This is an optimization exercise on Yosys and OpenROAD, whose aim is small area, a short achievable clock period and few clock cycles, not a production implementation.
The RTL was checked by simulation tests, not by an equivalence proof against the original design.
Power and IR drop assume default switching activity.

==> flow/design.v <==
module Controller_module (
    input working_clock,
    input reset_machine,
    input controller_change_mode,
    input key_valid,
    input [3:0]key_code,
    output key_ack,
    output reg out_valid,
    output reg out_device,
    output reg [7:0]out_char,
    output editing,
    output halted
    );
    localparam [3:0] S_PAS = 4'b1000, S_CEO = 4'b1001, S_OUP = 4'b1010, S_INP = 4'b1011,
                     S_ADD = 4'b1100, S_SUB = 4'b1101, S_ZER = 4'b1110,
                     S_MOL = 4'b0100, S_MOR = 4'b0101, S_LOL = 4'b0010, S_LOR = 4'b0011,
                     S_END = 4'b0000;
    localparam [2:0] M_EDIT = 3'd0, M_RUN = 3'd1, M_HALT = 3'd2,
                     M_FSCAN = 3'd3, M_BSCAN = 3'd4;
    localparam [2:0] O_ID = 3'd0, O_INC = 3'd1, O_DEC = 3'd2, O_ZER = 3'd3, O_KEY = 3'd4;
    localparam [1:0] K_NOP = 2'd0, K_OPS = 2'd1, K_END = 2'd3;
    reg [2:0] mode;
    wire run = (mode == M_RUN);
    reg [3:0] bank0 [0:31];
    reg [3:0] bank1 [0:31];
    reg [3:0] bank2 [0:31];
    reg [3:0] bank3 [0:30];   
    reg [6:0] cursor;
    reg [6:0] hw;             
    reg [3:0] kreg;           
    reg kv;
    wire [6:0] waddr = kv ? cursor : hw;
    reg [3:0] ksym;
    always @(*) begin
        case (kreg)
        4'h0: ksym = S_ZER;
        4'h1: ksym = S_INP;
        4'h2: ksym = S_OUP;
        4'h3: ksym = S_PAS;
        4'h4: ksym = S_MOL;
        4'h5: ksym = S_SUB;
        4'h6: ksym = S_LOL;
        4'h7: ksym = S_MOR;
        4'h8: ksym = S_ADD;
        4'h9: ksym = S_LOR;
        4'ha: ksym = S_CEO;
        default: ksym = S_END;
        endcase
    end
    wire [3:0] wdata = kv ? ksym : S_END;
    wire we = (mode == M_EDIT) && (kv ? (kreg <= 4'hb) : 1'b1) && waddr != 7'd127;
    always @(posedge working_clock) begin
        if (we && waddr[1:0] == 2'd0) bank0[waddr[6:2]] <= wdata;
        if (we && waddr[1:0] == 2'd1) bank1[waddr[6:2]] <= wdata;
        if (we && waddr[1:0] == 2'd2) bank2[waddr[6:2]] <= wdata;
        if (we && waddr[1:0] == 2'd3) bank3[waddr[6:2]] <= wdata;
    end
    reg [6:0] pc;
    reg [19:0] ib;
    wire [3:0] r0 = bank0[ib[19:15]];
    wire [3:0] r1 = bank1[ib[14:10]];
    wire [3:0] r2 = bank2[ib[9:5]];
    wire [3:0] r3 = (ib[4:0] == 5'd31) ? S_END : bank3[ib[4:0]];
    wire [7:0] pcx = {1'b0, pc};
    wire [4:0] qm2 = (pcx - 8'd2) >> 2, qm1 = (pcx - 8'd1) >> 2, qp0 = pcx >> 2,
               qp1 = (pcx + 8'd1) >> 2, qp2 = (pcx + 8'd2) >> 2, qp3 = (pcx + 8'd3) >> 2,
               qp4 = (pcx + 8'd4) >> 2, qp5 = (pcx + 8'd5) >> 2, qp6 = (pcx + 8'd6) >> 2,
               qp7 = (pcx + 8'd7) >> 2;
    wire [19:0] ib_m2 = {qp1, qp0, qm1, qm2};
    wire [19:0] ib_m1 = {qp2, qp1, qp0, qm1};
    wire [19:0] ib_p1 = {qp4, qp3, qp2, qp1};
    wire [19:0] ib_p2 = {qp5, qp4, qp3, qp2};
    wire [19:0] ib_p3 = {qp6, qp5, qp4, qp3};
    wire [19:0] ib_p4 = {qp7, qp6, qp5, qp4};
    reg [3:0] w0, w1, w2, w3;    
    always @(*) begin
        case (pc[1:0])
        2'd0: begin w0 = r0; w1 = r1; w2 = r2; w3 = r3; end
        2'd1: begin w0 = r1; w1 = r2; w2 = r3; w3 = r0; end
        2'd2: begin w0 = r2; w1 = r3; w2 = r0; w3 = r1; end
        default: begin w0 = r3; w1 = r0; w2 = r1; w3 = r2; end
        endcase
    end
    function is_op(input [3:0] s);
        is_op = s[3];
    endfunction
    function is_mv(input [3:0] s);
        is_mv = !s[3] && s[2];
    endfunction
    function is_lor(input [3:0] s);
        is_lor = !s[3] && !s[2] && s[1] && s[0];
    endfunction
    function is_lol(input [3:0] s);
        is_lol = !s[3] && !s[2] && s[1] && !s[0];
    endfunction
    function [2:0] op_of(input [3:0] s);
        case (s[2:0])
        3'b100: op_of = O_INC;
        3'b101: op_of = O_DEC;
        3'b110, 3'b111: op_of = O_ZER;
        3'b011: op_of = O_KEY;
        default: op_of = O_ID;
        endcase
    endfunction
    wire op0 = is_op(w0), op1 = is_op(w1), op2 = is_op(w2);
    wire mv0 = is_mv(w0), mv1 = is_mv(w1);
    wire ok01 = !(w0[2:1] == 2'b01 && w1[2:1] == 2'b01 && w0[0] == w1[0]);
    wire ok02 = !(w0[2:1] == 2'b01 && w2[2:1] == 2'b01 && w0[0] == w2[0]);
    wire m_at0 = mv0;
    wire m_at1 = op0 && mv1;
    wire b_at1 = (op0 && op1 && ok01) || (mv0 && op1);
    wire b_at2 = op0 && mv1 && op2 && ok02;
    wire e3 = b_at2;
    wire e2 = (m_at1 && !b_at2) || b_at1;
    wire e1 = (op0 && !mv1 && !b_at1) || (mv0 && !op1);
    wire e0 = !op0 && !mv0;
    wire [3:0] we_ = e0 ? w0 : e1 ? w1 : e2 ? w2 : w3;
    wire has_r = is_lor(we_);
    wire has_l = is_lol(we_);
    wire has_br = has_r || has_l;
    wire f_end = e0 && !has_br;
    wire l1 = (e0 && has_br) || (e1 && !has_br);
    wire l2 = (e1 && has_br) || (e2 && !has_br);
    wire l3 = (e2 && has_br) || (e3 && !has_br);
    wire l4 = e3 && has_br;
    wire [1:0] f_kind = f_end ? K_END : K_OPS;
    wire [6:0] pc1 = pc + 7'd1, pc2 = pc + 7'd2, pc3 = pc + 7'd3, pc4 = pc + 7'd4;
    wire [6:0] pc_seq = l1 ? pc1 : l2 ? pc2 : l3 ? pc3 : l4 ? pc4 : pc;
    wire [19:0] ib_seq = l1 ? ib_p1 : l2 ? ib_p2 : l3 ? ib_p3 : l4 ? ib_p4 : ib;
    wire [2:0] f_aop = op0 ? op_of(w0) : O_ID;
    wire [2:0] f_bop = b_at1 ? op_of(w1) : b_at2 ? op_of(w2) : O_ID;
    wire f_aout = op0 && w0[2:0] == 3'b010;
    wire f_bout = (b_at1 && w1[2:0] == 3'b010) || (b_at2 && w2[2:0] == 3'b010);
    wire f_asw = op0 && w0[2:0] == 3'b001;
    wire f_bsw = (b_at1 && w1[2:0] == 3'b001) || (b_at2 && w2[2:0] == 3'b001);
    wire f_inp = (op0 && w0[2:0] == 3'b011) || (b_at1 && w1[2:0] == 3'b011) ||
                 (b_at2 && w2[2:0] == 3'b011);
    wire [1:0] f_mv = m_at0 ? (w0[0] ? 2'd2 : 2'd1) :
                      m_at1 ? (w1[0] ? 2'd2 : 2'd1) : 2'd0;
    reg [1:0] f_csrc;         
    reg [2:0] f_cdel;         
    always @(*) begin
        case (f_bop)
        O_ZER: begin f_csrc = 2'd1; f_cdel = 3'd0; end
        O_KEY: begin f_csrc = 2'd2; f_cdel = 3'd0; end
        default: begin
            case (f_aop)
            O_ZER: f_csrc = 2'd1;
            O_KEY: f_csrc = 2'd2;
            default: f_csrc = 2'd0;
            endcase
            case ({f_aop, f_bop})
            {O_INC, O_INC}: f_cdel = 3'd2;
            {O_DEC, O_DEC}: f_cdel = 3'b110;
            {O_INC, O_ID}, {O_ID, O_INC}, {O_ZER, O_INC}, {O_KEY, O_INC}: f_cdel = 3'd1;
            {O_DEC, O_ID}, {O_ID, O_DEC}, {O_ZER, O_DEC}, {O_KEY, O_DEC}: f_cdel = 3'b111;
            default: f_cdel = 3'd0;
            endcase
        end
        endcase
    end
    reg [1:0] u_kind;
    reg [2:0] u_aop, u_bop;
    reg [1:0] u_mv;
    reg u_aout, u_bout, u_asw, u_bsw, u_inp, u_br, u_lol, u_pred;
    reg [1:0] u_csrc;
    reg [2:0] u_cdel;
    reg [6:0] ft;             
    reg [19:0] ft_ib;
    reg [6:0] s0, s1;         
    reg [19:0] s0_ib, s1_ib;
    reg [6:0] d;              
    reg [6:0] cnt;            
    reg [7:0] mem [0:63];    
    reg [5:0] ptr;
    reg dev;
    wire [7:0] cur = mem[0];
    wire active = run && u_kind == K_OPS;
    wire stall = active && u_inp && !key_valid;
    wire go = active && !stall;
    wire [7:0] key8 = {4'd0, key_code};
    function [7:0] apply(input [2:0] op, input [7:0] x);
        case (op)
        O_INC: apply = x + 8'd1;
        O_DEC: apply = x - 8'd1;
        O_ZER: apply = 8'd0;
        O_KEY: apply = key8;
        default: apply = x;
        endcase
    endfunction
    wire moved = (u_mv == 2'd2 && ptr != 6'd63) || (u_mv == 2'd1 && ptr != 6'd0);
    wire [7:0] nb = (u_mv == 2'd2) ? mem[1] : mem[63];
    wire [7:0] v0 = apply(u_aop, cur);
    wire [7:0] vb = apply(u_bop, nb);
    wire [7:0] csrc = (u_csrc == 2'd0) ? cur : (u_csrc == 2'd2) ? key8 : 8'd0;
    wire [7:0] vc = csrc + {{5{u_cdel[2]}}, u_cdel};
    wire [7:0] v1 = moved ? vb : vc;
    reg zb, zc;
    always @(*) begin
        case (u_bop)
        O_INC: zb = (nb == 8'd255);
        O_DEC: zb = (nb == 8'd1);
        O_ZER: zb = 1'b1;
        O_KEY: zb = (key_code == 4'd0);
        default: zb = (nb == 8'd0);
        endcase
        case (u_csrc)
        2'd0: case (u_cdel)
              3'd1: zc = (cur == 8'd255);
              3'd2: zc = (cur == 8'd254);
              3'b111: zc = (cur == 8'd1);
              3'b110: zc = (cur == 8'd2);
              default: zc = (cur == 8'd0);
              endcase
        2'd2: case (u_cdel)
              3'd0: zc = (key_code == 4'd0);
              3'b111: zc = (key_code == 4'd1);
              default: zc = 1'b0;
              endcase
        default: zc = (u_cdel == 3'd0);
        endcase
    end
    wire z1 = moved ? zb : zc;
    wire e_lol = active && u_lol;    
    wire e_push = go && u_lol && !z1;
    wire e_skip = go && u_lol && z1;
    wire e_miss = go && u_br && u_pred && z1;
    wire e_pop_u = go && u_br && !u_pred && z1;
    wire e_back = go && u_br && !u_pred && !z1;
    wire e_end = run && u_kind == K_END;
    wire e_ubr = active && u_br && !u_pred;
    wire top1 = e_lol ? (d == 7'd0) : (d == 7'd1);
    wire top2 = e_lol ? (d == 7'd1) : (d == 7'd2);
    wire has_top = !e_ubr && (top1 || top2);
    wire [6:0] top_eff = e_lol ? pc : top1 ? s0 : s1;
    wire [19:0] top_ib = e_lol ? ib : top1 ? s0_ib : s1_ib;
    assign key_ack = key_valid && (mode == M_EDIT || (active && u_inp));
    assign editing = (mode == M_EDIT) && !kv;
    assign halted = (mode == M_HALT);
    always @(posedge working_clock) begin
        if (!stall) begin
            u_aop <= f_aop; u_bop <= f_bop; u_mv <= f_mv;
            u_aout <= f_aout; u_bout <= f_bout; u_asw <= f_asw; u_bsw <= f_bsw;
            u_inp <= f_inp; u_br <= has_r; u_lol <= has_l;
            u_csrc <= f_csrc; u_cdel <= f_cdel;
            u_pred <= has_r && has_top && mode == M_RUN;
            ft <= pc_seq;
            ft_ib <= ib_seq;
        end
    end
    always @(posedge working_clock) begin
        if (reset_machine) begin
            mode <= M_EDIT;
            cursor <= 7'd0;
            hw <= 7'd0;
            kv <= 1'b0;
            ptr <= 6'd0;
            dev <= 1'b0;
            out_valid <= 1'b0;
            d <= 7'd0;
            u_kind <= K_NOP;
        end else begin
            out_valid <= go && (u_aout || u_bout);
            kv <= key_valid && mode == M_EDIT;
            kreg <= key_code;
            if (kv) begin
                if (kreg <= 4'ha) begin
                    if (cursor != 7'd127) cursor <= cursor + 7'd1;
                    if (cursor == hw && cursor != 7'd127) hw <= hw + 7'd1;
                end else if (kreg == 4'hb) begin
                    if (cursor != 7'd0) cursor <= cursor - 7'd1;
                end
            end
            if (go) begin
                if (moved && u_mv == 2'd2) ptr <= ptr + 6'd1;
                if (moved && u_mv == 2'd1) ptr <= ptr - 6'd1;
                dev <= dev ^ u_asw ^ u_bsw;
            end
            if (e_push) begin
                d <= d + 7'd1;
                if (d == 7'd0) begin s0 <= pc; s0_ib <= ib; end
                if (d == 7'd1) begin s1 <= pc; s1_ib <= ib; end
            end
            if (e_miss || e_pop_u) d <= d - 7'd1;
            case (mode)
            M_EDIT: if (controller_change_mode) begin
                mode <= M_RUN;
                u_kind <= f_kind;
                pc <= pc_seq;    
                ib <= ib_seq;
            end else begin
                pc <= 7'd0;
                ib <= 20'd0;
            end
            M_RUN: begin
                if (e_end) mode <= M_HALT;
                else if (e_skip) begin
                    mode <= M_FSCAN;
                    cnt <= 7'd0;
                    u_kind <= K_NOP;
                end else if (e_back) begin
                    mode <= M_BSCAN;
                    cnt <= 7'd0;
                    pc <= pc - 7'd2;
                    ib <= ib_m2;
                    u_kind <= K_NOP;
                end else if (e_miss) begin
                    pc <= ft;
                    ib <= ft_ib;
                    u_kind <= K_NOP;
                end else if (!stall) begin
                    u_kind <= f_kind;
                    if (has_r && has_top) begin
                        pc <= top_eff;
                        ib <= top_ib;
                    end else begin
                        pc <= pc_seq;
                        ib <= ib_seq;
                    end
                end
            end
            M_FSCAN: begin
                pc <= pc + 7'd1;
                ib <= ib_p1;
                if (is_lol(w0)) cnt <= cnt + 7'd1;
                if (is_lor(w0)) begin
                    cnt <= cnt - 7'd1;
                    if (cnt == 7'd0) mode <= M_RUN;
                end
            end
            M_BSCAN: begin
                pc <= pc - 7'd1;
                ib <= ib_m1;
                if (is_lor(w0)) cnt <= cnt + 7'd1;
                if (is_lol(w0)) begin
                    cnt <= cnt - 7'd1;
                    if (cnt == 7'd0) begin
                        mode <= M_RUN;
                        pc <= pc + 7'd1;
                        ib <= ib_p1;
                    end
                end
            end
            default: ;
            endcase
        end
        if (go && (u_aout || u_bout)) begin
            out_char <= u_aout ? cur : moved ? nb : v0;
            out_device <= u_aout ? dev : dev ^ u_asw;
        end
    end
    integer i;
    always @(posedge working_clock) begin
        if (reset_machine) begin
            for (i = 0; i < 64; i = i + 1) mem[i] <= 8'd0;
        end else if (go && moved && u_mv == 2'd2) begin
            for (i = 0; i < 63; i = i + 1) mem[i] <= mem[i + 1];
            mem[0] <= v1;
            mem[63] <= v0;
        end else if (go && moved) begin
            for (i = 2; i < 64; i = i + 1) mem[i] <= mem[i - 1];
            mem[0] <= v1;
            mem[1] <= v0;
        end else if (go) begin
            mem[0] <= v1;
        end
    end
endmodule
==> flow/run.sh <==
#!/bin/bash
# synth_recipe.tcl (not shown) runs the flow's synth.tcl, then flattens the netlist and writes it again
# the make line also repeats each setting of config.mk as NAME=value (left out here)
make -C /OpenROAD-flow-scripts/flow DESIGN_CONFIG=/design/flow/config.mk WORK_HOME=/design/flow/orfs CLKGATE_MAP_FILE= SYNTH_SCRIPT=/design/flow/synth_recipe.tcl finish
==> flow/config.mk <==
export PLATFORM = sky130hd
export DESIGN_NAME = Controller_module
export DESIGN_NICKNAME = Controller_module
export VERILOG_FILES = /design/flow/design.v
export SDC_FILE = /design/flow/constraint.sdc
export NUM_CORES = 4
export LEC_CHECK = 0
export ABC_CLOCK_PERIOD_IN_PS = 3000
export CAP_MARGIN = 20
export CORE_MARGIN = 2
export CORE_UTILIZATION = 40
export SETUP_SLACK_MARGIN = 2.5
export SLEW_MARGIN = 20
==> flow/constraint.sdc <==
create_clock -name core_clock -period 6.0 [get_ports {working_clock}]
set_input_delay 1.2000 -clock core_clock [delete_from_list [all_inputs] [get_ports {working_clock}]]
set_output_delay 1.2000 -clock core_clock [all_outputs]
set_load 0.01 [all_outputs]
==> out/summary.json, run 1 <==
{
  "status": {
    "status": "finished clean"
  },
  "power": {
    "p_per_area_nw_per_um2": 608,
    "leakagePower_uw": 0.0215,
    "ir_drop_mv": 0.738
  },
  "grt": {
    "globalRoute.totalOverflow": 0,
    "grt_first_pass_wirelength_microns": 249000,
    "antenna_found_initial": 5,
    "first_global_vias": 42600,
    "track_usage": 0.213,
    "grt_max_degree": 224
  },
  "setup_path": {
    "critical_path_required_ns": 6.68,
    "critical_path_peak_fanout": 7,
    "setup.worst_path.start_class": "flop",
    "setup.worst_path.class": "flop to flop",
    "rr_worst_depth": 17,
    "worst-endpoint-arrival_ns": 5.58,
    "critPathCaptureType": "flop",
    "setup_slack_of_the_most_critical_reg_to_reg_path_ns": 1.11
  },
  "timing": {
    "fmax_mhz": 204,
    "hold_viol": 0,
    "final.setup.tns_ns": 0,
    "tightest_slew_ns": 1.12,
    "timing.final.setup_violations": 0,
    "fin_crit_share": 0.816,
    "post-route-worst-setup-slack_ns": 1.11,
    "slew_headroom": 0.256,
    "timing_max_transition_violations_final": 0,
    "final.hold.worst_slack_ns": 0.475,
    "clock_skew_ns": 0.0312,
    "setup_repair_after_global_routing_missed_its_margin": "true",
    "fin_crit_ns": 4.89
  },
  "floorplan": {
    "fp-row-count": 138,
    "initial_core_utilization": 0.404,
    "dieHeight_microns": 382,
    "dieArea_sq_um": 146000,
    "io_pins": 21,
    "floorplan.die.width_microns": 382,
    "standard_cell_core_area_sq_um": 142000
  },
  "logic_synthesis": {
    "synth_largest_area_cell": "sky130_fd_sc_hd__edfxtp_1",
    "yosys.cell_count.top_type": "sky130_fd_sc_hd__nand2_1",
    "synth_largest_type_area_fraction": 0.344,
    "yosys_register_bits": 1228,
    "post_synth.cell_area_avg_sq_um": 9.95,
    "synthesis.nets": 5815,
    "yosys_warnings": 2,
    "netlist-cell-type-count": 105,
    "ys_dominant_reg_cell": "sky130_fd_sc_hd__edfxtp_1",
    "ys_seq_area_frac": 0.544,
    "synth.area.top_cells": "sky130_fd_sc_hd__edfxtp_1 34%, sky130_fd_sc_hd__dfxtp_1 20%, sky130_fd_sc_hd__nand2_1 8.0%",
    "synth_edf_count": 657,
    "synth_top_cells_by_count": "1218 x sky130_fd_sc_hd__nand2_1, 743 x sky130_fd_sc_hd__nor2_1, 657 x sky130_fd_sc_hd__edfxtp_1, 571 x sky130_fd_sc_hd__dfxtp_1, 498 x sky130_fd_sc_hd__a311oi_1",
    "synthesis.area_sq_um": 57300,
    "async_flop_share": 0,
    "syn-instance-count": 5758
  },
  "route": {
    "drtIter0Drc": 4178,
    "wirelength_microns": 161000,
    "drt-pass1-iter-count": 6,
    "wire_per_inst_microns": 20.7,
    "route.detailed.drc": 0,
    "route.detailed.vias_per_inst": 5.78,
    "dr_total_vias": 44900,
    "drt.antenna.violating_nets": 0
  },
  "layout": {
    "area_growth_syn_to_layout_pct": 19.1,
    "net_count_of_the_finished_layout": 5820,
    "final_core_util": 0.481,
    "layout-drive-gt1-share": 0.159
  },
  "clock_network": {
    "number_of_buffers_added_by_the_clock_tree_synthesis_step": 137,
    "tritoncts": "done",
    "path_clk_slew_ns": 0.06,
    "clk_path_buf_depth": 3,
    "h-tree-depth": 4,
    "clockRootBuffer": "sky130_fd_sc_hd__clkbuf_16",
    "cts_hold_buf": 0,
    "clk-insertion-delay-late_ns": 0.78,
    "cts.sink_count": 1228
  },
  "worst_hold_path": {
    "timing.hold.worst_path_depth": 2,
    "hold-path-endpoint": "mem[63][4]",
    "min-delay-path-class": "flop to flop",
    "hold_start": "mem[63][4]"
  },
  "placement": {
    "io_buffer_count": 20,
    "gp_routability_congestion": 0.940,
    "post-place-ws_ns": 0.387,
    "detailedPlacementHpwl_microns": 97900
  },
  "run": {
    "maxCapViolCount": 0
  }
}
==> flip-flops by register name (all words and copies together), names as in the netlist, 8 cells and up, named ones only <==
register / count
s1_ib: 20
mem: 512
out_char: 8
bank3: 124
ib: 20
bank0: 128
bank1: 128
s0_ib: 20
ft_ib: 20
bank2: 128
==> placed cells by master (no fill, tap or decap), drive strengths merged, types with 18 or more instances in the layout <==
cell type and n:
and3 19, nor2b 24, nand3 68, clkbuf 186
ha 46, o211ai 32, o22ai 23, edfxtp 657
nand2 1218, a311oi 499, a21oi 165, xor2 28
inv 62, nor2 743, a22oi 79, a31oi 38
o21ai 122, mux2 28, and2 28, dfxtp 571
mux2i 227, mux4 56, clkinv 39, bufinv 18
buf 318, nor3 138, xnor2 61, nand2b 31
nand4 19, a211oi 30, a21o 29
==> stage by stage <==
step	total power [uW]	cell area, sq um	cells
after CTS	39200	67200	7718
after detailed placement	25500	59600	7338
after floorplan	21000	57600	5758
after global placement	25500	59600	7338
after global routing	43200	68200	7765
final	41500	68200	7767
==> logic make-up (layout without fill, tap and decap cells) <==
| family | count (synthesis) | after routing | share of synthesized area |
|---|---|---|---|
| adders and majority gates | 49 | 49 | 0.0111 |
| buffers and inverters | 539 | 651 | 0.0378 |
| muxes | 311 | 311 | 0.0672 |
| and+or+nand+nor | 2366 | 2369 | 0.170 |
| other | 0 | 3 | 0 |
| DFF | 1228 | 1228 | 0.544 |
| xor gates and xnor gates | 89 | 89 | 0.0136 |
| AOI/OAI and AO/OA | 1176 | 1177 | 0.156 |
==> repair_timing <==
action | in CTS | in global routing
resized for setup | 327 | 135
setup buffers | 119 | 42
endpoints found under the setup margin | 749 | 379
cloned | 11 | 4
pin swaps | 114 | 81
==> how the worst max path moves through the flow <==
stage / startpoint / cells past startpoint / slack, ns / to
final: flop / 17 / 1.11 / flop
after global routing: flop / 17 / 0.98 / pc[2]
after CTS: flop / 18 / 1.09 / flop
after detailed placement: flop / 17 / 0.39 / ib[10]
after floorplan: flop / 18 / 1.37 / flop
after global placement: flop / 17 / 0.31 / ib[5]
==> critical path, cell delays in order (launching register included) <==
cell and delay [ns]:
sky130_fd_sc_hd__dfxtp_4 0.36, sky130_fd_sc_hd__buf_12 0.13, sky130_fd_sc_hd__mux4_2 0.51, sky130_fd_sc_hd__mux4_2 0.50
sky130_fd_sc_hd__mux2_4 0.33, sky130_fd_sc_hd__a21oi_4 0.15, sky130_fd_sc_hd__a31oi_4 0.11, sky130_fd_sc_hd__or4b_4 0.53
sky130_fd_sc_hd__o21a_4 0.26, sky130_fd_sc_hd__o211ai_4 0.24, sky130_fd_sc_hd__a31o_4 0.27, sky130_fd_sc_hd__buf_12 0.13
sky130_fd_sc_hd__nor3_4 0.06, sky130_fd_sc_hd__buf_4 0.15, sky130_fd_sc_hd__a311oi_4 0.29, sky130_fd_sc_hd__nor2_2 0.09
sky130_fd_sc_hd__or4b_4 0.54, sky130_fd_sc_hd__a31oi_1 0.16
==> report_power, final <==
group,switching [uW],internal [uW]
registers,793,10100
clock network,3540,5270
logic,12300,9530
total,16600,24900
==> cell type report <==
class | count | area (sq um)
timing repair buffer | 341 | 3680
antenna | 3 | 7.51
tap | 1890 | 2360
clock inverter | 68 | 957
sequential | 1228 | 31200
fill | 12900 | 73700
multi-input combinational | 3995 | 26000
inverter | 58 | 256
timing repair inverter | 2 | 17.5
clock buffer | 182 | 3800
==> per-layer routing <==
metal / up-vias / part of all wire / GRT usage
met3: 292 / 0.062 / 0.0366
met1: 22200 / 0.45 / 0.298
li1: 21200 / - / -
met2: 1290 / 0.46 / 0.335
met5: - / 0.000081 / 0
met4: 2 / 0.032 / 0.0728
Testbench counts, summed over its fixed seeds: cycles 33,395.
==> run 2: changes to the inputs <==
--- a/flow/design.v
+++ b/flow/design.v
@@ -351,17 +351,13 @@
     end
+    wire rot_r = !reset_machine && go && moved && u_mv == 2'd2;
+    wire rot_l = !reset_machine && go && moved && u_mv == 2'd1;
+    wire keep = !reset_machine && !(go && moved);
+    wire set0 = !reset_machine && go;
     integer i;
     always @(posedge working_clock) begin
-        if (reset_machine) begin
-            for (i = 0; i < 64; i = i + 1) mem[i] <= 8'd0;
-        end else if (go && moved && u_mv == 2'd2) begin
-            for (i = 0; i < 63; i = i + 1) mem[i] <= mem[i + 1];
-            mem[0] <= v1;
-            mem[63] <= v0;
-        end else if (go && moved) begin
-            for (i = 2; i < 64; i = i + 1) mem[i] <= mem[i - 1];
-            mem[0] <= v1;
-            mem[1] <= v0;
-        end else if (go) begin
-            mem[0] <= v1;
-        end
+        for (i = 2; i < 63; i = i + 1)
+            mem[i] <= ({8{rot_r}} & mem[i + 1]) | ({8{rot_l}} & mem[i - 1]) | ({8{keep}} & mem[i]);
+        mem[63] <= ({8{rot_r}} & v0) | ({8{rot_l}} & mem[62]) | ({8{keep}} & mem[63]);
+        mem[1] <= ({8{rot_r}} & mem[2]) | ({8{rot_l}} & v0) | ({8{keep}} & mem[1]);
+        mem[0] <= set0 ? v1 : reset_machine ? 8'd0 : mem[0];
     end
==> run 2 against run 1 <==
  * Register-to-register slack lost 0.46 ns
  * Highest routed layer unchanged
  * Power shrank 9.2%
  * Hold slack gained 0.0043 ns
  * Still clean on timing, DRC and antenna
  * Die area shrank 6.1%
  * Cell count shrank 16%
  * Largest power group unchanged
==> out/summary.json, run 2 <==
{
  "clock_network": {
    "h-tree-depth": {"value": 4, "change": "unchanged"},
    "number_of_buffers_added_by_the_clock_tree_synthesis_step": {"value": 132, "change": "-3.6%"},
    "clk_path_buf_depth": {"value": 3, "change": "unchanged"},
    "cts_hold_buf": {"value": 0, "change": "unchanged"},
    "path_clk_slew": {"value": 0.06, "unit": "ns", "change": "about the same"},
    "clk-insertion-delay-late": {"value": 0.76, "unit": "ns", "change": "-0.02 ns"},
    "cts.sink_count": {"value": 1228, "change": "unchanged"},
    "clockRootBuffer": "sky130_fd_sc_hd__clkbuf_16",
    "tritoncts": "done"
  },
  "grt": {
    "track_usage": {"value": 0.205, "change": "-0.00812"},
    "globalRoute.totalOverflow": {"value": 0, "change": "unchanged"},
    "grt_first_pass_wirelength": {"value": 222000, "unit": "microns", "change": "-11%"},
    "grt_max_degree": {"value": 272, "change": "+21%"},
    "first_global_vias": {"value": 37400, "change": "-12%"},
    "antenna_found_initial": {"value": 6, "change": "+1"}
  },
  "timing": {
    "setup_repair_after_global_routing_missed_its_margin": "true",
    "timing_max_transition_violations_final": {"value": 0, "change": "unchanged"},
    "timing.final.setup_violations": {"value": 0, "change": "unchanged"},
    "tightest_slew": {"value": 1.18, "unit": "ns", "change": "+0.0680 ns"},
    "fin_crit_share": {"value": 0.893, "change": "+0.0775"},
    "clock_skew": {"value": 0.0267, "unit": "ns", "change": "-0.00448 ns"},
    "slew_headroom": {"value": 0.208, "change": "-0.0476"},
    "hold_viol": {"value": 0, "change": "unchanged"},
    "fin_crit": {"value": 5.36, "unit": "ns", "change": "+0.465 ns"},
    "fmax": {"value": 187, "unit": "MHz", "change": "-8.7%"},
    "final.setup.tns": {"value": 0, "unit": "ns", "change": "unchanged"}
  },
  "route": {
    "drt.antenna.violating_nets": {"value": 0, "change": "unchanged"},
    "route.detailed.drc": {"value": 0, "change": "unchanged"},
    "wirelength": {"value": 146000, "unit": "microns", "change": "-9.0%"},
    "wire_per_inst": {"value": 22.3, "unit": "microns", "change": "+7.8%"},
    "drtIter0Drc": {"value": 5832, "change": "+40%"},
    "dr_total_vias": {"value": 39600, "change": "-12%"},
    "route.met3.wl": {"value": 11300, "unit": "microns", "change": "+14%"},
    "top_routing_layer_used": "met5",
    "route.detailed.vias_per_inst": {"value": 6.04, "change": "+4.6%"},
    "drt-pass1-iter-count": {"value": 14, "change": "+8"},
    "met1Wirelength": {"value": 64200, "unit": "microns", "change": "-11%"},
    "met2_wirelength": {"value": 65600, "unit": "microns", "change": "-11%"}
  },
  "setup_path": {
    "timing.critical_path.depth": {"value": 17, "change": "unchanged"},
    "crit_path_top_delay_cell": "sky130_fd_sc_hd__or4_4",
    "critPathCaptureType": "flop",
    "crit_buf_inv": {"value": 3, "change": "unchanged"},
    "worst-endpoint-arrival": {"value": 5.85, "unit": "ns", "change": "+0.27 ns"},
    "setup.worst_path.start_class": "flop",
    "critical_path_peak_fanout": {"value": 15, "change": "+8"},
    "timing.critical_path.cells": "buf_8 -> mux2i_1 -> a22oi_1 -> a21oi_1 -> nor4_4 -> a222oi_1 -> buf_4 -> buf_4 -> o21a_1 -> or4_4 -> or4_4 -> and3_4 -> o31a_4 -> o211ai_4 -> a211oi_4 -> o311a_1 -> or3_1",
    "setup_slack_of_the_most_critical_reg_to_reg_path": {"value": 0.64, "unit": "ns", "change": "-0.46 ns"},
    "path_delay_family": "simple AND/OR/NAND/NOR gates",
    "max_stage_delay": {"value": 0.56, "unit": "ns", "change": "+0.02 ns"},
    "critical_path_required": {"value": 6.49, "unit": "ns", "change": "-0.19 ns"},
    "setup.worst_path.class": "flop to flop",
    "rr_worst_depth": {"value": 17, "change": "unchanged"},
    "reg2reg_to": "ib[8]"
  },
  "layout": {
    "final_cell_count_no_fill": {"value": 6558, "change": "-16%"},
    "layout.cells.most_common": "sky130_fd_sc_hd__edfxtp_1",
    "area_growth_syn_to_layout_pct": 18.4,
    "layout.cells.most_common_list": "665 x sky130_fd_sc_hd__edfxtp_1, 550 x sky130_fd_sc_hd__dfxtp_1, 545 x sky130_fd_sc_hd__inv_1, 500 x sky130_fd_sc_hd__a222oi_1, 219 x sky130_fd_sc_hd__mux2i_1",
    "multi_input_comb_area": {"value": 20600, "unit": "sq um", "change": "-21%"},
    "registers.top_by_ff_count": "mem",
    "seq_area": {"value": 31300, "unit": "sq um", "change": "+0.24%"},
    "layout-drive-gt1-share": {"value": 0.180, "change": "+0.0207"},
    "net_count_of_the_finished_layout": {"value": 4748, "change": "-18%"},
    "layout.filler_cells": {"value": 12000, "change": "-7.7%"},
    "largest_register_ff_count": {"value": 512, "change": "unchanged"}
  },
  "floorplan": {
    "standard_cell_core_area": {"value": 133000, "unit": "sq um", "change": "-6.0%"},
    "dieHeight": {"value": 371, "unit": "microns", "change": "-3.1%"},
    "io_pins": {"value": 21, "change": "unchanged"},
    "fp-row-count": {"value": 134, "change": "-2.9%"},
    "dieArea": {"value": 137000, "unit": "sq um", "change": "-6.1%"},
    "initial_core_utilization": {"value": 0.403, "change": "-0.000670"},
    "floorplan.die.width": {"value": 371, "unit": "microns", "change": "-3.1%"}
  },
  "worst_hold_path": {
    "min-delay-path-class": "flop to flop",
    "timing.hold.worst_path_depth": {"value": 2, "change": "unchanged"},
    "hold-path-endpoint": "mem[25][7]",
    "hold_start": "mem[26][7]"
  },
  "logic_synthesis": {
    "ys_seq_area_frac": {"value": 0.581, "change": "+0.0370"},
    "post_synth.cell_area_avg": {"value": 11.7, "unit": "sq um", "change": "+18%"},
    "netlist-cell-type-count": {"value": 108, "change": "+2.9%"},
    "syn-instance-count": {"value": 4593, "change": "-20%"},
    "yosys_warnings": {"value": 2, "change": "unchanged"},
    "synth_largest_type_area_fraction": {"value": 0.371, "change": "+0.0269"},
    "ys_dominant_reg_cell": "sky130_fd_sc_hd__edfxtp_1",
    "synth_top_cells_by_count": "665 x sky130_fd_sc_hd__edfxtp_1, 563 x sky130_fd_sc_hd__dfxtp_1, 552 x sky130_fd_sc_hd__inv_1, 500 x sky130_fd_sc_hd__a222oi_1, 290 x sky130_fd_sc_hd__clkbuf_1",
    "synth.area.top_cells": "sky130_fd_sc_hd__edfxtp_1 37%, sky130_fd_sc_hd__dfxtp_1 21%, sky130_fd_sc_hd__a222oi_1 9.3%",
    "yosys.cell_count.top_type": "sky130_fd_sc_hd__edfxtp_1",
    "synthesis.nets": {"value": 4650, "change": "-20%"},
    "async_flop_share": {"value": 0, "change": "unchanged"},
    "yosys_register_bits": {"value": 1228, "change": "unchanged"},
    "synthesis.area": {"value": 53800, "unit": "sq um", "change": "-6.1%"},
    "synth_edf_count": {"value": 665, "change": "+1.2%"},
    "synth_largest_area_cell": "sky130_fd_sc_hd__edfxtp_1"
  },
  "power": {
    "power_frac_comb": {"value": 0.512, "change": "-0.014"},
    "clock_power_share": {"value": 0.212, "change": "about the same"},
    "p_per_area": {"value": 591, "unit": "nW/um^2", "change": "-2.7%"},
    "internal-power": {"value": 22800, "unit": "uW", "change": "-8.1%"},
    "leakagePower": {"value": 0.0256, "unit": "uW", "change": "+19%"},
    "switching_share": {"value": 0.393, "change": "-0.00733"},
    "ir_drop": {"value": 0.631, "unit": "mV", "change": "-15%"},
    "power_frac_seq": {"value": 0.276, "change": "+0.014"},
    "power.switching": {"value": 14800, "unit": "uW", "change": "-11%"}
  },
  "placement": {
    "detailedPlacementHpwl": {"value": 88000, "unit": "microns", "change": "-10%"},
    "io_buffer_count": {"value": 20, "change": "unchanged"},
    "gp_routability_congestion": {"value": 0.937, "change": "-0.22%"},
    "placed_cells_incl_taps": {"value": 6162, "change": "-16%"}
  },
  "status": {
    "status": "finished clean"
  },
  "run": {
    "maxCapViolCount": {"value": 0, "change": "unchanged"}
  }
}
[run 2: cell types whose count changed in the layout (fill, tap and decap cells not counted), moves of 22 or more]
cell / change
sky130_fd_sc_hd__nand2_1: -1050
sky130_fd_sc_hd__nor2_1: -519
sky130_fd_sc_hd__a311oi_1: -495
sky130_fd_sc_hd__inv_1: +495
sky130_fd_sc_hd__a222oi_1: +493
sky130_fd_sc_hd__mux2_2: +24
sky130_fd_sc_hd__a22oi_1: +22
[run 2: final cells by class]
| type | count | area share |
|---|---|---|
| Sequential cell | 1228 | 0.491 |
| Clock buffer | 176 | 0.0578 |
| Antenna cell | 2 | 0.0000786 |
| Multi-Input combinational cell | 2459 | 0.323 |
| Inverter | 556 | 0.0329 |
| Tap cell | 1768 | 0.0347 |
| Clock inverter | 55 | 0.00857 |
| Timing Repair Buffer | 314 | 0.0518 |
[run 2: worst max path at each step]
stage / endpoint / slack, ns / start
2_1_floorplan: ib[8] / 0.96 / flop
3_3_place_gp: ib[8] / 0.06 / flop
3_5_place_dp: ib[8] / 0.02 / flop
4_1_cts: ib[8] / 0.69 / flop
5_1_grt: ib[8] / 0.52 / flop
6_report: ib[8] / 0.64 / flop
[run 2: power by group through the flow]
stage                     Clock, uW  Combinational [uW]  Sequential (uW)
after floorplan                   0                9250            10100
after detailed placement          0               13000            10600
after CTS                      8150               16000            10400
final                          7970               19300            10400
after global placement            0               13000            10600
after global routing           8480               20100            10400
[run 2: worst register-to-register path, stage by stage, from the launching register on]
cell and delay (ns):
sky130_fd_sc_hd__dfxtp_4 0.47, sky130_fd_sc_hd__buf_8 0.24, sky130_fd_sc_hd__mux2i_1 0.11, sky130_fd_sc_hd__a22oi_1 0.25, sky130_fd_sc_hd__a21oi_1 0.16, sky130_fd_sc_hd__nor4_4 0.37
sky130_fd_sc_hd__a222oi_1 0.17, sky130_fd_sc_hd__buf_4 0.19, sky130_fd_sc_hd__buf_4 0.13, sky130_fd_sc_hd__o21a_1 0.18, sky130_fd_sc_hd__or4_4 0.56, sky130_fd_sc_hd__or4_4 0.55
sky130_fd_sc_hd__and3_4 0.22, sky130_fd_sc_hd__o31a_4 0.34, sky130_fd_sc_hd__o211ai_4 0.42, sky130_fd_sc_hd__a211oi_4 0.07, sky130_fd_sc_hd__o311a_1 0.33, sky130_fd_sc_hd__or3_1 0.34
[run 2: through the flow]
stage                     instance area [sq um]   util  worst slack [ns]  total power, uW  hold WS (ns)
after floorplan                           54000      -             0.959            19400         0.443
after global placement                    56300  0.422            0.0594            23600         0.470
after detailed placement                  56300  0.422            0.0210            23600         0.480
after CTS                                 62300  0.467             0.691            34600         0.479
after global routing                      63700  0.477             0.522            39000         0.496
final                                     63700  0.477             0.641            37600         0.479
[run 2: what timing repair did]
item / 4_1_cts / 5_1_grt
setup buffers: 99 / 46
resized for setup: 177 / 178
pin swaps: 58 / 79
setup endpoints to repair: 768 / 695
gates cloned: 12 / 4
[run 2: cells by family (layout without fill, tap and decap cells)]
group / count (synthesis) / after routing / synth area share
buffers and inverters: 913 / 1101 / 0.0660
AND/OR/NAND/NOR: 820 / 827 / 0.0745
XOR/XNOR: 100 / 100 / 0.0163
multiplexers: 316 / 316 / 0.0717
flip-flops: 1228 / 1228 / 0.581
AO/OA/AOI/OAI: 1167 / 1167 / 0.179
other: 0 / 2 / 0
adder cells (fa/ha/maj): 49 / 49 / 0.0118
[run 2: per-layer routing]
layer | up-vias | global-route usage
li1 | 18000 | -
met2 | 1629 | 0.315
met3 | 341 | 0.0431
met4 | 4 | 0.0792
met1 | 19700 | 0.284
met5 | - | 0
Testbench counts of run 2, summed over its fixed seeds: cycles 33,395.

[re-timing with driven ports]
In the flow no input, the clock included, has a driving cell. The finished layouts below were timed again as built, in two steps. Step 1: set_driving_cell puts a clkbuf_16 on working_clock and a buf_2 on each other input, an assumption about the parent block. Step 2 times the ports against the registers' clock, not the clock port: input delays grow and output delays shrink by t, the midpoint of the rising clock arrivals with the driver on. a / b / c = ideal / step 1 / step 2; a / b = the first two.
run	t (ns)	setup WS [ns]	hold slack, ns	worst register clock-pin slew, ns	worst data-port slew with drivers (ns)
run 1	0.833	1.106 / 1.106 / 0.734	0.475 / 0.475 / 0.475	0.07 / 0.07	0.16
run 2	0.831	0.641 / 0.641 / 0.641	0.479 / 0.479 / 0.479	0.06 / 0.06	0.13
After both steps setup and hold are still met in every run listed. The setup slack of run 1, which loses most, moves by 0.000 ns with the drivers and by -0.372 ns with both steps.
